This design comes from an exercise in tuning for small area, a short achievable clock period and few clock cycles on the open sky130 flow, not from production work.
Only simulation tests tie the RTL to the original design; equivalence was not proved.
Power and IR drop assume default switching activity.

== run A ==
==> flow/design.v <==
module Bin2BCD(
    input clk,
    input rst,
    input en,
    input [11:0] bin_d_in,
    output [15:0] bcd_d_out,
    output rdy
    );
    function [2:0] mod5(input [3:0] d);
        begin
            mod5[2] = (d[2] & ~d[1] & ~d[0]) | (d[3] & d[0]);
            mod5[1] = (d[1] & ~d[2]) | (d[1] & d[0]) | (d[3] & ~d[0]);
            mod5[0] = (~d[3] & ~d[2] & d[0]) | (d[2] & d[1] & ~d[0]) | (d[3] & ~d[0]);
        end
    endfunction
    function ge5(input [3:0] d);
        ge5 = d[3] | (d[2] & (d[1] | d[0]));
    endfunction
    wire [3:0] a0_0 = {3'd0, bin_d_in[11]};
    wire [3:0] a1_0 = {a0_0[2:0], bin_d_in[10]};
    wire [3:0] a2_0 = {a1_0[2:0], bin_d_in[9]};
    wire [3:0] a3_0 = {mod5(a2_0), bin_d_in[8]};
    wire [3:0] a3_1 = {3'd0, ge5(a2_0)};
    wire [3:0] a4_0 = {mod5(a3_0), bin_d_in[7]};
    wire [3:0] a4_1 = {a3_1[2:0], ge5(a3_0)};
    wire [3:0] a5_0 = {mod5(a4_0), bin_d_in[6]};
    wire [3:0] a5_1 = {a4_1[2:0], ge5(a4_0)};
    wire [3:0] a6_0 = {mod5(a5_0), bin_d_in[5]};
    wire [3:0] a6_1 = {mod5(a5_1), ge5(a5_0)};
    wire [3:0] a6_2 = {3'd0, ge5(a5_1)};
    wire [3:0] a7_0 = {mod5(a6_0), bin_d_in[4]};
    wire [3:0] a7_1 = {mod5(a6_1), ge5(a6_0)};
    wire [3:0] a7_2 = {a6_2[2:0], ge5(a6_1)};
    wire [3:0] a8_0 = {mod5(a7_0), bin_d_in[3]};
    wire [3:0] a8_1 = {mod5(a7_1), ge5(a7_0)};
    wire [3:0] a8_2 = {a7_2[2:0], ge5(a7_1)};
    wire [3:0] a9_0 = {mod5(a8_0), bin_d_in[2]};
    wire [3:0] a9_1 = {mod5(a8_1), ge5(a8_0)};
    wire [3:0] a9_2 = {mod5(a8_2), ge5(a8_1)};
    wire [3:0] a9_3 = {3'd0, ge5(a8_2)};
    reg [14:0] mid_q;
    reg        rdy_q;
    always @(posedge clk) begin
        if (en) mid_q <= {a9_3[0:0], a9_2[3:0], a9_1[3:0], a9_0[3:0], bin_d_in[1:0]};
        rdy_q <= en & ~rst;
    end
    wire [3:0] m_3 = {3'b0, mid_q[14:14]};
    wire [3:0] m_2 = {mid_q[13:10]};
    wire [3:0] m_1 = {mid_q[9:6]};
    wire [3:0] m_0 = {mid_q[5:2]};
    wire [3:0] b10_0 = {mod5(m_0), mid_q[1]};
    wire [3:0] b10_1 = {mod5(m_1), ge5(m_0)};
    wire [3:0] b10_2 = {mod5(m_2), ge5(m_1)};
    wire [3:0] b10_3 = {m_3[2:0], ge5(m_2)};
    wire [3:0] b11_0 = {mod5(b10_0), mid_q[0]};
    wire [3:0] b11_1 = {mod5(b10_1), ge5(b10_0)};
    wire [3:0] b11_2 = {mod5(b10_2), ge5(b10_1)};
    wire [3:0] b11_3 = {b10_3[2:0], ge5(b10_2)};
    assign bcd_d_out = {b11_3, b11_2, b11_1, b11_0};
    assign rdy = rdy_q;
endmodule
clock: 3.0 ns
lec_check: 0
abc_area: 1
cap_margin: 20
core_margin: 2
core_utilization: 70
cts_buf_list: sky130_fd_sc_hd__clkbuf_4
cts_cluster_diameter: 100
cts_cluster_size: 30
place_density: 0.85
setup_slack_margin: 0.3
slew_margin: 20
standard.sh (not shown) runs the stock make flow with config.mk's settings and CLKGATE_MAP_FILE= SYNTH_SCRIPT=/design/flow/synth_recipe.tcl, a recipe that flattens the netlist after the stock synthesis.
==> flow/flow/run.sh <==
#!/bin/bash
set -euo pipefail
export ABC_POST_SCRIPT=$PWD/flow/abc_post.script
[ -f flow/abc_pre.script ] && export ABC_PRE_SCRIPT=$PWD/flow/abc_pre.script
sed "s|SYNTH_SCRIPT=[^ ]*|SYNTH_SCRIPT=$PWD/flow/synth_custom.tcl|" standard.sh > standard_custom.sh
bash standard_custom.sh synth > synth.log 2>&1
export BUFFER_PORTS_ARGS="-buffer_cell sky130_fd_sc_hd__buf_1"
export DONT_USE_CELLS="sky130_fd_sc_hd__clkdlybuf4s50_1 sky130_fd_sc_hd__clkdlybuf4s50_2 sky130_fd_sc_hd__clkdlybuf4s25_1 sky130_fd_sc_hd__clkdlybuf4s25_2 sky130_fd_sc_hd__clkdlybuf4s15_1 sky130_fd_sc_hd__clkdlybuf4s15_2 sky130_fd_sc_hd__clkdlybuf4s18_1 sky130_fd_sc_hd__clkdlybuf4s18_2 sky130_fd_sc_hd__dlymetal6s2s_1 sky130_fd_sc_hd__dlymetal6s4s_1 sky130_fd_sc_hd__dlymetal6s6s_1 sky130_fd_sc_hd__dlygate4sd1_1 sky130_fd_sc_hd__dlygate4sd2_1 sky130_fd_sc_hd__dlygate4sd3_1"
bash standard.sh > layout.log 2>&1
==> flow/flow/abc_post.script <==
strash
dch
amap
topo
stime -c
buffer -c
upsize -c
dnsize -c
==> flow/flow/synth_custom.tcl <==
# The standard flow's synthesis script (synth_recipe.tcl) with one change: Yosys's abc
# pass maps the logic after the register (the generic gates in the fan-in
# cone of bcd_d_out, which have timing slack to spare) with flow/abc_post.script, and then the rest
# of the logic with the ORFS script as usual.
proc synth {args} { yosys synth -nofsm -noshare {*}$args }
proc abc {args} {
  set i [lsearch -exact $args -script]
  if { [info exists ::env(ABC_POST_SCRIPT)] && $::env(ABC_POST_SCRIPT) ne "" } {
    set a $args
    lset a [expr {$i + 1}] $::env(ABC_POST_SCRIPT)
    yosys select -set post_cone o:bcd_d_out {%ci*:-sky130_fd_sc_hd__edfxtp_1[D,DE,CLK]:-sky130_fd_sc_hd__dfxtp_1[D,CLK]} t:\$_*_ %i
    yosys abc {*}$a @post_cone
  }
  yosys abc {*}$args
}
source $::env(SCRIPTS_DIR)/synth.tcl
# left out here: clear keep_hierarchy, flatten, clean up, hide names made inside functions, write 1_2_yosys.v
Testbench counts of run A, summed over its fixed seeds: cycles 4,096.
Setup changes, run A to run B
- clearing PLACE_DENSITY, which used to be 0.85
- putting GPL_TIMING_DRIVEN at 1 where nothing was set
- swapping 70 for 40 in CORE_UTILIZATION
-- flow/flow/run.sh --
<<< run A, line 3
export ABC_POST_SCRIPT=$PWD/flow/abc_post.script
[ -f flow/abc_pre.script ] && export ABC_PRE_SCRIPT=$PWD/flow/abc_pre.script
sed "s|SYNTH_SCRIPT=[^ ]*|SYNTH_SCRIPT=$PWD/flow/synth_custom.tcl|" standard.sh > standard_custom.sh
bash standard_custom.sh synth > synth.log 2>&1
>>> run B, line 3
bash standard.sh synth > synth.log 2>&1
removed: flow/flow/abc_post.script
removed: flow/flow/synth_custom.tcl
Results
Width of the die ends up lower on run A. Worst-case hold slack delta for run B relative to run A: 0.016 ns higher. In run B relative to run A, count of nets after finishing had gone up by a few percent.
### run B -> run C
- changing SETUP_SLACK_MARGIN from 0.3 to 0.6
- setting PLACE_DENSITY to 0.85 for the first time
- changing CORE_UTILIZATION from 40 to 70
- removing GPL_TIMING_DRIVEN (formerly 1)
==> run summary <==
Where first-iteration detailed-routing DRC count is concerned, run B is better than run C. | worst hold slack | higher: run B |. Changes observed in run C relative to run B: worst IR drop on VDD now larger; critical path depth went up. Of run C and run B, the run reporting the higher effective utilization at floorplan was run C. Run C vs run B on setup slack: run C is the lower one. Run C vs run B — overall power climbed by more than a quarter. Ratio of final minimum period to clock period: run C vs run B up 8.8 points. [compare] base=run B new=run C: combinational group share of total power picked up an extra 6.6 points; clock network fraction of total power lost 0.4 points.
## Diff of input files: run D against run C
- a change of CORE_UTILIZATION from 70 to 40
- a change of SETUP_SLACK_MARGIN from 0.6 to 0.3
- a deleted PLACE_DENSITY that had been 0.85
==> run summary <==
Area growth from synthesis to final layout for run D: 21 points down relative to run C. Per the comparison of run D with run C, routing usage on met3 decreased 1.9 points, final cell count without fillers moved up, wire length of the first global-routing pass shrank by about 0.37%, setup slack of the critical path after layout has increased, antenna diode count comparable. Looking only at total stage count of the critical path, and setting everything else aside, the lower value of run D and run C goes to run D. Run D ends up with a wire length that is 4.0 mm lower than in run C. Overall die area (run D over run C): increase, 69%.
--- input diff run D..run E ---
- CTS_BUF_LIST: sky130_fd_sc_hd__clkbuf_4 -> unset
- CTS_CLUSTER_DIAMETER: 100 -> unset
- SETUP_SLACK_MARGIN: 0.3 -> unset
- CTS_CLUSTER_SIZE: 30 -> unset
- Compared with run D, in run E number of vias per cell essentially unchanged; final worst-path setup slack decreased 0.11 ns; maximum frequency decreased about 4.5%; number of global-route vias before repair increased about 0.46%.
- For run D, the slowest cell on the critical path was sky130_fd_sc_hd__o21a_1, unlike run E, where it was sky130_fd_sc_hd__buf_1.

[static timing again, ports no longer ideal]
In the flow no input, the clock included, has a driving cell. The finished layouts below were timed again as built, in two steps. Step 1 assumes that a clkbuf_16 drives the clock port and a buf_2 every other input. Step 2, shift: input delay + t, output delay - t, t = (earliest + latest rising clock arrival at the registers) / 2. This alone moves slack from input paths to output paths. a / b / c = ideal / step 1 / step 2; a / b = the first two.
run | t, ns | setup WS [ns] | clock arrival spread, ns | pins driven straight from the clock port
run A | 0.308 | 0.578 / 0.576 / 0.268 | 0.004 / 0.004 | 1
run B | 0.289 | 0.593 / 0.591 / 0.302 | 0.007 / 0.006 | 1
run C | 0.330 | 0.328 / 0.309 / -0.021 | 0.012 / 0.012 | 1
run D | 0.289 | 0.593 / 0.591 / 0.302 | 0.007 / 0.006 | 1
run E | 0.261 | 0.479 / 0.478 / 0.217 | 0.005 / 0.006 | 1
Met with ideal ports but missed after step 2: setup timing in run C. For run C, which loses most, drivers alone change the setup slack by -0.019 ns; drivers and shift together by -0.349 ns.
